Background: an optimization exercise with open tools, aiming at small area, a short achievable clock period and few clock cycles. Do not read the settings as production practice. No functional check of the RTL was part of this run. No activity file was given, so power comes from the tool's default toggle rates.

==> design/flow/design.v <==
module LASER (
    input CLK,
    input RST,
    input  [3:0] X,
    input  [3:0] Y,
    output reg [3:0] C1X,
    output reg [3:0] C1Y,
    output reg [3:0] C2X,
    output reg [3:0] C2Y,
    output reg DONE
);
reg [2:0] current_state, next_state;
localparam READ     = 3'd0;
localparam FIND_C1  = 3'd1;
localparam FIND_C2  = 3'd2;
localparam CHECK    = 3'd3; 
localparam FINISH   = 3'd4;
reg last_find_state;
localparam FROM_C1 = 1'b0;
localparam FROM_C2 = 1'b1;
reg  [5:0] cnt_input;
wire cnt_done = (cnt_input == 6'd39);
reg [3:0] mem_x [0:39];
reg [3:0] mem_y [0:39];
wire [3:0] current_x = mem_x[cnt_input];
wire [3:0] current_y = mem_y[cnt_input];
reg [3:0] scan_x, scan_y;
wire scan_done_row = (scan_x == 4'd15);
wire scan_done_all = (scan_y == 4'd15 && scan_x == 4'd15);  
wire [7:0] coord = {scan_y, scan_x};
reg [3:0] abs_x, abs_y;
reg [8:0] dist_sq;
wire is_inside_scan;
reg [7:0] coordinate1;
reg [7:0] coordinate2;
reg [7:0] best_coord_temp;
wire [3:0] fixed_x = (current_state == FIND_C1) ? coordinate2[3:0] : coordinate1[3:0];
wire [3:0] fixed_y = (current_state == FIND_C1) ? coordinate2[7:4] : coordinate1[7:4];
reg [3:0] dist_x_fixed, dist_y_fixed;
reg [8:0] dist_sq_fixed;
wire is_in_fixed;
reg [5:0] union_sum;
wire [5:0] union_sum_next;
reg [5:0] best_union_sum;
reg [5:0] prev_best_union_sum;
reg change_update; 
always @(posedge CLK) begin
    if (RST)
        current_state <= READ;
    else
        current_state <= next_state;
end
always @(*) begin
    case (current_state)
        READ:    next_state = cnt_done ? FIND_C1 : READ;
        FIND_C1: begin
            if (scan_done_all && cnt_done)
                next_state = CHECK;
            else
                next_state = FIND_C1;
        end
        FIND_C2: begin
            if (scan_done_all && cnt_done)
                next_state = CHECK;
            else
                next_state = FIND_C2;
        end
        CHECK: begin
            if (change_update) begin
                if (last_find_state == FROM_C1)
                    next_state = FIND_C2;
                else
                    next_state = FIND_C1;
            end else
                next_state = FINISH;
        end
        FINISH:  next_state = READ;
        default: next_state = READ;
    endcase
end
always @(posedge CLK) begin
    if (RST) 
        change_update <= 0;
    else if ((current_state == FIND_C1 || current_state == FIND_C2) && 
             (scan_x == 0 && scan_y == 0 && cnt_input == 0)) begin
        change_update <= 0;
    end else if ((current_state == FIND_C1 || current_state == FIND_C2) && 
        cnt_done && (union_sum_next > prev_best_union_sum)) begin
        change_update <= 1;
    end
end
always @(posedge CLK) begin
    if (RST)
        last_find_state <= FROM_C1;
    else if (current_state == FIND_C1 && next_state == CHECK)
        last_find_state <= FROM_C1;
    else if (current_state == FIND_C2 && next_state == CHECK)
        last_find_state <= FROM_C2;
end
always @(posedge CLK) begin
    if (RST) begin
        for (int i=0; i<40; i=i+1) begin
            mem_x[i] <= 0;
            mem_y[i] <= 0;      
        end
    end else if (current_state == READ) begin
        mem_x[cnt_input] <= X;
        mem_y[cnt_input] <= Y;
    end
end
always @(posedge CLK) begin
    if (RST)
        cnt_input <= 0;
    else if (current_state == READ || current_state == FIND_C1 || current_state == FIND_C2) begin
        if (cnt_done)
            cnt_input <= 0;
        else
            cnt_input <= cnt_input + 1;
    end else
        cnt_input <= 0;
end
always @(posedge CLK) begin
    if (RST) begin
        scan_x <= 0;
        scan_y <= 0;
    end else if (current_state == FIND_C1 || current_state == FIND_C2) begin 
        if (scan_done_all && cnt_done) begin  
            scan_x <= 0;
            scan_y <= 0;
        end else if (scan_done_row && cnt_done) begin
            scan_x <= 0;
            scan_y <= scan_y + 1;
        end else if (cnt_done)
            scan_x <= scan_x + 1;
    end else if (current_state == CHECK) begin
        scan_x <= 0;
        scan_y <= 0;
    end
end
always @(*) begin
    abs_x = (current_x > scan_x) ? (current_x - scan_x) : (scan_x - current_x);
    abs_y = (current_y > scan_y) ? (current_y - scan_y) : (scan_y - current_y);
    dist_sq = abs_x * abs_x + abs_y * abs_y;
end
assign is_inside_scan = (dist_sq <= 9'd16);
always @(*) begin
    dist_x_fixed = (current_x > fixed_x) ? (current_x - fixed_x) : (fixed_x - current_x);
    dist_y_fixed = (current_y > fixed_y) ? (current_y - fixed_y) : (fixed_y - current_y);
    dist_sq_fixed = dist_x_fixed * dist_x_fixed + dist_y_fixed * dist_y_fixed;
end
assign is_in_fixed = (dist_sq_fixed <= 9'd16);
wire valid = (is_inside_scan || is_in_fixed);
assign union_sum_next = union_sum + valid;
always @(posedge CLK) begin
    if (RST)
        union_sum <= 0;
    else if (current_state == FIND_C1 || current_state == FIND_C2) begin
        if (cnt_done) 
            union_sum <= 0;
        else
            union_sum <= union_sum_next;   
    end else
        union_sum <= 0;
end
always @(posedge CLK) begin
    if (RST) begin
        best_union_sum <= 0;
        best_coord_temp <= 0;
    end else if (current_state == FIND_C1 || current_state == FIND_C2) begin
        if (scan_x == 0 && scan_y == 0 && cnt_input == 0) begin
            best_union_sum <= 0;
            best_coord_temp <= 0;
        end else if (cnt_done && (union_sum_next > best_union_sum)) begin
            best_union_sum <= union_sum_next;
            best_coord_temp <= coord;
        end
    end
end
always @(posedge CLK) begin
    if (RST) begin
        coordinate1 <= 8'h00; 
        coordinate2 <= 8'h00;
        prev_best_union_sum <= 0;
    end else if (current_state == READ) begin
        coordinate1 <= 8'h00;
        coordinate2 <= 8'h00;
        prev_best_union_sum <= 0;
    end else if (current_state == CHECK) begin
        if (last_find_state == FROM_C1) begin
            if (best_coord_temp != coordinate1) begin
                coordinate1 <= best_coord_temp;
                prev_best_union_sum <= best_union_sum;
            end
        end else begin
            if (best_coord_temp != coordinate2) begin
                coordinate2 <= best_coord_temp;
                prev_best_union_sum <= best_union_sum;
            end
        end
    end
end
always @(posedge CLK) begin
    if (RST) begin
        C1X <= 0; C1Y <= 0;
        C2X <= 0; C2Y <= 0;
    end else if (current_state == FINISH) begin
        C1X <= coordinate1[3:0];
        C1Y <= coordinate1[7:4];
        C2X <= coordinate2[3:0];
        C2Y <= coordinate2[7:4];
    end
end
always @(posedge CLK) begin
    if (RST)
        DONE <= 0;
    else if (current_state == FINISH)
        DONE <= 1;
    else
        DONE <= 0;
end
endmodule
==> design/flow/run.sh <==
#!/bin/bash
# synth_recipe.tcl (not shown) runs the flow's synth.tcl, then flattens the netlist and writes it again
# the make line also repeats each setting of config.mk as NAME=value (left out here)
make -C /OpenROAD-flow-scripts/flow DESIGN_CONFIG=/design/flow/config.mk WORK_HOME=/design/flow/orfs CLKGATE_MAP_FILE= SYNTH_SCRIPT=/design/flow/synth_recipe.tcl finish
==> design/flow/config.mk <==
export PLATFORM = sky130hd
export DESIGN_NAME = LASER
export DESIGN_NICKNAME = LASER
export VERILOG_FILES = /design/flow/design.v
export SDC_FILE = /design/flow/constraint.sdc
export NUM_CORES = 4
export LEC_CHECK = 0
export CAP_MARGIN = 20
export CORE_MARGIN = 2
export CORE_UTILIZATION = 40
export SLEW_MARGIN = 20
==> design/flow/constraint.sdc <==
create_clock -name core_clock -period 11.0 [get_ports {CLK}]
set_input_delay 2.2000 -clock core_clock [delete_from_list [all_inputs] [get_ports {CLK}]]
set_output_delay 2.2000 -clock core_clock [all_outputs]
set_load 0.01 [all_outputs]
==> flow_summary.json <==
{
  "run_status": "finished clean",
  "clk_pin_slew_worst_paths_ns": 0.07,
  "place.detailed.hpwl_um": 53200,
  "drive_gt1_frac": 0.148,
  "finalCritPeriodShare": 0.961,
  "finalSetupTns_ns": 0,
  "wl_per_cell_um": 25.0,
  "setup-violations-final": 0,
  "grt_pass1_vias": 18600,
  "area_growth_pct": 12.8,
  "nets": 2347,
  "drv_cap": 0,
  "gr-total-overflow": 0,
  "netlist_instances": 2182,
  "synth_edf_count": 512,
  "cp-start-kind": "flip-flop",
  "gp_congestion": 0.895,
  "grt_max_degree": 83,
  "io_buffers": 26,
  "synth_area_leader_cell": "edfxtp_1",
  "slew_violations": 0,
  "yosysMostFrequentCell": "edfxtp_1",
  "tightest_slew_ns": 1.08,
  "async_flop_share": 0,
  "insertion_delay_ns": 0.66,
  "placed_area_sq_mm": 0.0299,
  "grt_usage": 0.218,
  "antenna_found_initial": 1,
  "htreeDepth": 2,
  "critical_path_class": "reg2reg",
  "cp.arrival_ns": 11.16,
  "leakage_uw": 0.0117,
  "ys_top_cells_by_count": "edfxtp_1 (512), and2_1 (335), nor2_1 (166)",
  "required_ns": 11.59,
  "pin_count": 27,
  "rrSetupSlack_ns": 0.43,
  "finalCriticalPeriod_ns": 10.57,
  "fin_cells": 3218,
  "core_area_sq_mm": 0.0703,
  "die_area_sq_mm": 0.0734,
  "place_ws_ns": -0.0334,
  "drtIter0Drc": 1869,
  "synth_top_area_frac": 0.540,
  "via_count": 18100,
  "viasPerCell": 5.64,
  "ys_types": 73,
  "yosysSeqAreaShare": 0.595,
  "n_fill_cell": 6224,
  "cts_sinks": 590,
  "syn_area_per_cell_sq_um": 13.1,
  "max_freq_mhz": 94.6,
  "grt_first_pass_wirelength_um": 120000,
  "fin_ws_ns": 0.432,
  "worstHoldPathType": "reg2reg",
  "cp_max_fo": 33,
  "hold_viol": 0,
  "slew_headroom": 0.279,
  "ys_ff_latch": 590,
  "first_pass_iters": 6,
  "cp_slowest_cell": "dfxtp_4",
  "cts_tree": "yes",
  "synth_nets": 2305,
  "peakVddDrop_v": 0.000180,
  "rsz0062_at_grt": "no",
  "syn_area_sq_mm": 0.0285,
  "fin_worst_skew_ns": 0.0250,
  "power_density_mw_per_mm2": 190,
  "cts_buffers": 61,
  "critPathMaxStageDelay_ns": 0.59,
  "ant_nets": 0,
  "die_x_um": 271,
  "postLayoutCellArea_sq_mm": 0.0321,
  "crit_top_cell": "ha_1",
  "synth_warnings": 1,
  "die_h_um": 271,
  "start_util": 0.405,
  "ys_top_cells_by_area": "edfxtp_1 (54%), and2_1 (7.4%), dfxtp_1 (5.5%), mux4_2 (4.1%), ha_1 (3.6%)",
  "crit_path_end_kind": "flip-flop",
  "cts_root_buf": "clkbuf_16",
  "rows": 97,
  "ys.flop_type": "edfxtp_1",
  "drc_errors": 0,
  "dpl.cell_count": 3095,
  "cts_buffer_depth": 3,
  "wl_um": 80300
}
state kept, by name, summed over array words and instances (netlist names), 6 cells and up:
register,cells
mem_y,256
prev_best_union_sum,6
coordinate2,8
best_coord_temp,8
cnt_input,6
coordinate1,8
mem_x,256
best_union_sum,6
union_sum,6
worst max-delay path, delay by kind of cell (launching register included):
family,cells,cell delay [ns]
fa+ha+maj,9,3.40
compound gates,12,2.66
simple gates,8,2.34
mux,2,0.62
flops,1,0.59
buf+inv,2,0.44
xor+xnor,2,0.42
placed cells by master (no fill, tap or decap), types with 73 or more instances in the layout:
master / netlist / routed
ha_1: 83 / 82
nand2_1: 82 / 82
dfxtp_1: 78 / 75
buf_4: 8 / 73
and2_1: 335 / 335
inv_1: 86 / 86
nor2_1: 166 / 165
mux2i_1: 86 / 86
a21oi_1: 80 / 80
edfxtp_1: 512 / 512
stage by stage:
step	util	total power, uW	hold slack (ns)
after floorplan	-	3530	0.464
after global placement	0.425	3900	0.443
after detailed placement	0.425	3940	0.447
after CTS	0.456	6140	0.456
after global routing	0.457	6400	0.470
final	0.457	6110	0.455
worst paths after layout:
path,to,from,depth (start not counted)
min reg2reg,C1Y[2],C1Y[2],2
max reg2reg,best_union_sum[4],cnt_input[1],35
max,best_union_sum[4],cnt_input[1],35
min,C1Y[2],C1Y[2],2
power breakdown:
part / internal [uW] / switching (uW)
Combinational: 570 / 827
Sequential: 2470 / 24.4
Clock: 1300 / 913
routing by layer:
| metal | GRT usage | vias to the layer above | share of wire |
|---|---|---|---|
| met3 | 0.0498 | 171 | 0.082 |
| li1 | - | 8070 | - |
| met5 | 0 | - | 0.00012 |
| met2 | 0.357 | 791 | 0.48 |
| met1 | 0.283 | 9106 | 0.41 |
| met4 | 0.0771 | 2 | 0.036 |
final cells by class:
cell class / instances / area (sq um) / area share
flip-flops and latches: 590 / 16900 / 0.527
multi-input cells: 1378 / 10700 / 0.332
clock buffers: 68 / 1550 / 0.0483
well taps: 940 / 1180 / 0.0366
repair buffers: 104 / 862 / 0.0268
clock inverters: 48 / 598 / 0.0186
inverters: 89 / 334 / 0.0104
diodes: 1 / 2.50 / 0.0000779
cell families (layout without fill, tap and decap cells):
| family | Yosys count | in the layout | share of synthesized area |
|---|---|---|---|
| AND/OR/NAND/NOR | 743 | 743 | 0.143 |
| flip-flops | 590 | 590 | 0.595 |
| AO/OA/AOI/OAI | 317 | 317 | 0.0777 |
| buffers and inverters | 214 | 309 | 0.0322 |
| multiplexers | 170 | 170 | 0.0840 |
| adder cells (fa/ha/maj) | 113 | 113 | 0.0575 |
| XOR/XNOR | 35 | 35 | 0.0108 |
| other | 0 | 1 | 0 |
what timing repair did:
item | 4_1_cts | 5_1_grt
setup endpoints to repair | 10 | 14
setup buffers | 1 | 5
resized for setup | 1 | 8
hold buffers | 0 | 0

[static timing again, ports no longer ideal]
Ports are ideal in the flow. The routed layout listed here was re-timed in OpenROAD. Step 1: set_driving_cell puts a clkbuf_16 on CLK and a buf_2 on each other input, an assumption about the parent block. Step 2 adds t to the input delays and takes it off the output delays; t is the mean of the earliest and latest rising clock arrival at the registers after step 1. Input paths then give back, and output paths get back, about the clock's delay inside the block. a / b / c = ideal / step 1 / step 2; a / b = the first two.
t, ns: 0.702
slack for setup (ns): 0.432 / 0.432 / 0.432
worst setup path at the end: register to register
clock arrival spread, ns: 0.030 / 0.029
worst slew at a driven data input, ns: 0.03
After both steps setup and hold are still met in this run. The setup slack of this run moves by 0.000 ns with the drivers and by 0.000 ns with both steps.
